From an optimization exercise on the open Yosys and OpenROAD flow, aimed at small area; shortcuts taken in it are not production practice. Only simulation tests tie the RTL to the original design; equivalence was not proved. Power and IR drop assume default switching activity. The flow treats the clock pin as an ideal source, which a real chip does not have.

==> flow/design.v <==
`timescale 1 ns/1 ps
module tcam_pmt #(
    parameter DATA_WIDTH = 32,
    parameter ADDR_WIDTH = 5,
    parameter DEPTH = 32
) (
    input  wire                      clk,
    input  wire                      rst_n,
    input  wire                      wr_en,
    input  wire [ADDR_WIDTH-1:0]     wr_addr,
    input  wire [DATA_WIDTH-1:0]     wr_data,
    input  wire [DATA_WIDTH-1:0]     wr_mask,
    input  wire                      search_en,
    input  wire [DATA_WIDTH-1:0]     search_key,
    output reg  [DEPTH-1:0]          matchlines,
    output reg                       match_found,
    output reg  [ADDR_WIDTH-1:0]     match_addr,
    output wire [DEPTH-1:0]          entry_valid
);
    reg  [DEPTH-1:0]      valid_bits;
    wire [DEPTH-1:0]      match_vector;
    wire [2*DATA_WIDTH-1:0] wr_word = {~(wr_mask & ~wr_data), ~(wr_mask & wr_data)};
    wire [DATA_WIDTH-1:0]   key_n   = ~search_key;
    integer j;
    genvar k;
    generate
        for (k = 0; k < DEPTH; k = k + 1) begin : gen_ent
            reg  [2*DATA_WIDTH-1:0] pattern;
            wire [2*DATA_WIDTH-1:0] pattern_d;
            wire load = wr_en && (wr_addr == k);
            tcam_hold #(.W(2*DATA_WIDTH)) u_hold (
                .q(pattern), .keep(~load), .load(load), .w(wr_word),
                .d(pattern_d));
            always @(posedge clk)
                pattern <= pattern_d;
            wire [3:0] miss;
            tcam_entry_cmp #(.W(DATA_WIDTH)) u_cmp (
                .no1(pattern[DATA_WIDTH-1:0]), .no0(pattern[2*DATA_WIDTH-1:DATA_WIDTH]),
                .key(search_key), .key_n(key_n), .miss(miss));
            assign match_vector[k] = valid_bits[k] & ~|miss;
        end
    endgenerate
    always @(posedge clk or negedge rst_n) begin
        if (!rst_n)
            valid_bits <= {DEPTH{1'b0}};
        else if (wr_en)
            valid_bits[wr_addr] <= 1'b1;
    end
    always @(posedge clk or negedge rst_n) begin
        if (!rst_n)
            matchlines <= {DEPTH{1'b0}};
        else
            matchlines <= search_en ? match_vector : {DEPTH{1'b0}};
    end
    always @(posedge clk or negedge rst_n) begin
        if (!rst_n) begin
            match_found <= 1'b0;
            match_addr  <= {ADDR_WIDTH{1'b0}};
        end else begin
            match_found <= |matchlines;
            match_addr <= {ADDR_WIDTH{1'b0}};
            for (j = DEPTH-1; j >= 0; j = j - 1)
                if (matchlines[j])
                    match_addr <= j[ADDR_WIDTH-1:0];
        end
    end
    assign entry_valid = valid_bits;
endmodule
module tcam_hold #(
    parameter W = 64
) (
    input  wire [W-1:0] q,
    input  wire         keep,
    input  wire         load,
    input  wire [W-1:0] w,
    output wire [W-1:0] d
);
    genvar b;
    generate
        for (b = 0; b < W; b = b + 1) begin : gen_bit
            tcam_hold_bit u_bit (.q(q[b]), .keep(keep), .load(load), .w(w[b]), .d(d[b]));
        end
    endgenerate
endmodule
module tcam_hold_bit (
    input  wire q,
    input  wire keep,
    input  wire load,
    input  wire w,
    output wire d
);
    assign d = (q & keep) | (w & load);
endmodule
module tcam_entry_cmp #(
    parameter W = 32
) (
    input  wire [W-1:0] no1,
    input  wire [W-1:0] no0,
    input  wire [W-1:0] key,
    input  wire [W-1:0] key_n,
    output wire [3:0]   miss
);
    wire [W-1:0]   bit_miss;
    wire [W/2-1:0] none2;
    genvar b;
    generate
        for (b = 0; b < W; b = b + 1) begin : gen_bit
            tcam_bit_miss u_bit (
                .no1(no1[b]), .no0(no0[b]), .key(key[b]), .key_n(key_n[b]),
                .miss(bit_miss[b]));
        end
        for (b = 0; b < W/2; b = b + 1) begin : gen_pair
            tcam_none2 u_pair (.miss(bit_miss[2*b+:2]), .none(none2[b]));
        end
        for (b = 0; b < 4; b = b + 1) begin : gen_blk
            tcam_any8 u_blk (.none2(none2[4*b+:4]), .any(miss[b]));
        end
    endgenerate
endmodule
module tcam_bit_miss (
    input  wire no1,
    input  wire no0,
    input  wire key,
    input  wire key_n,
    output wire miss
);
    assign miss = ~((no1 | key) & (no0 | key_n));
endmodule
module tcam_none2 (
    input  wire [1:0] miss,
    output wire       none
);
    assign none = ~|miss;
endmodule
module tcam_any8 (
    input  wire [3:0] none2,
    output wire       any
);
    assign any = ~&none2;
endmodule
clock: 5.0 ns
lec_check: 0
cap_margin: 20
core_margin: 2
core_utilization: 60
cts_buf_list: sky130_fd_sc_hd__clkbuf_16
cts_cluster_diameter: 60
cts_cluster_size: 30
slew_margin: 20
synth_hierarchical: 1
standard.sh (not shown) runs the stock make flow with config.mk's settings and CLKGATE_MAP_FILE= SYNTH_SCRIPT=/design/flow/synth_recipe.tcl, a recipe that flattens the netlist after the stock synthesis.
==> flow/flow/run.sh <==
#!/bin/bash
# Layout flow: the standard ORFS flow (standard.sh, with the standard
# synthesis unchanged), with two changes passed to ORFS as its own variables:
#  - port buffers use a small buffer cell (buffer_ports -buffer_cell); every
#    input and output port still gets its buffer;
#  - clock tree synthesis runs without dummy loads, with the sink clustering
#    given here.
# make's full output goes to flow_make.log in the work folder; ORFS writes each
# step's own log under orfs/logs/.
set -euo pipefail
export BUFFER_PORTS_ARGS="-buffer_cell sky130_fd_sc_hd__buf_2"
export CTS_ARGS="-sink_clustering_enable -repair_clock_nets -sink_clustering_size 30 -sink_clustering_max_diameter 100 -buf_list sky130_fd_sc_hd__clkbuf_16 -dont_use_dummy_load"
bash standard.sh > flow_make.log 2>&1
Next try:
--- a/flow/flow/run.sh
+++ b/flow/flow/run.sh
@@ -11,3 +11,3 @@
 export BUFFER_PORTS_ARGS="-buffer_cell sky130_fd_sc_hd__buf_2"
-export CTS_ARGS="-sink_clustering_enable -repair_clock_nets -sink_clustering_size 30 -sink_clustering_max_diameter 100 -buf_list sky130_fd_sc_hd__clkbuf_16 -dont_use_dummy_load"
+export CTS_ARGS="-sink_clustering_enable -repair_clock_nets -sink_clustering_size 30 -sink_clustering_max_diameter 60 -buf_list sky130_fd_sc_hd__clkbuf_16 -dont_use_dummy_load"
 bash standard.sh > flow_make.log 2>&1
- CORE_UTILIZATION: 60 -> 72
Power came out higher by 5.5%.
Hold slack is worse by 57 ps.
Die area shrinks by 16%.
Next try:
- CORE_UTILIZATION: 72 -> 60
The changed run completed with no timing, DRC or antenna violations.
Synthesized cell count stays the same.
Count of clock-buffer cells in the layout went up by 7.
Final area climbs by 0.80%.
Die area climbs by 20%.
Worst hold slack is worse by 10 ps.
Setup slack gains 78 ps.

-- afterwards: timing with drivers on the ports --
How much do the figures lean on ideal ports? The routed layouts below were timed once more, with nothing changed but the port constraints.
Step 1 assumes that a clkbuf_16 drives the clock port and a buf_2 every other input.
Step 2 adds t to the input delays and takes it off the output delays; t is the mean of the earliest and latest rising clock arrival at the registers after step 1. Input paths then give back, and output paths get back, about the clock's delay inside the block.
Three values: ideal, step 1, step 2; two values: the first two.
| run | t, ns | slack for setup (ns) | hold WS [ns] | worst register clock-pin slew, ns | worst data-port slew with drivers (ns) |
|---|---|---|---|---|---|
| the first run | 0.802 | 1.339 / 1.388 / 0.586 | 0.286 / 0.223 / 0.490 | 0.12 / 0.12 | 0.17 |
| the second run | 0.835 | 1.299 / 1.360 / 0.525 | 0.229 / 0.176 / 0.485 | 0.11 / 0.11 | 0.15 |
| the third run | 0.869 | 1.377 / 1.426 / 0.557 | 0.219 / 0.158 / 0.486 | 0.11 / 0.11 | 0.19 |
After both steps every run listed still meets setup and hold. For the third run, which loses most, drivers alone change the setup slack by +0.049 ns; drivers and shift together by -0.820 ns.
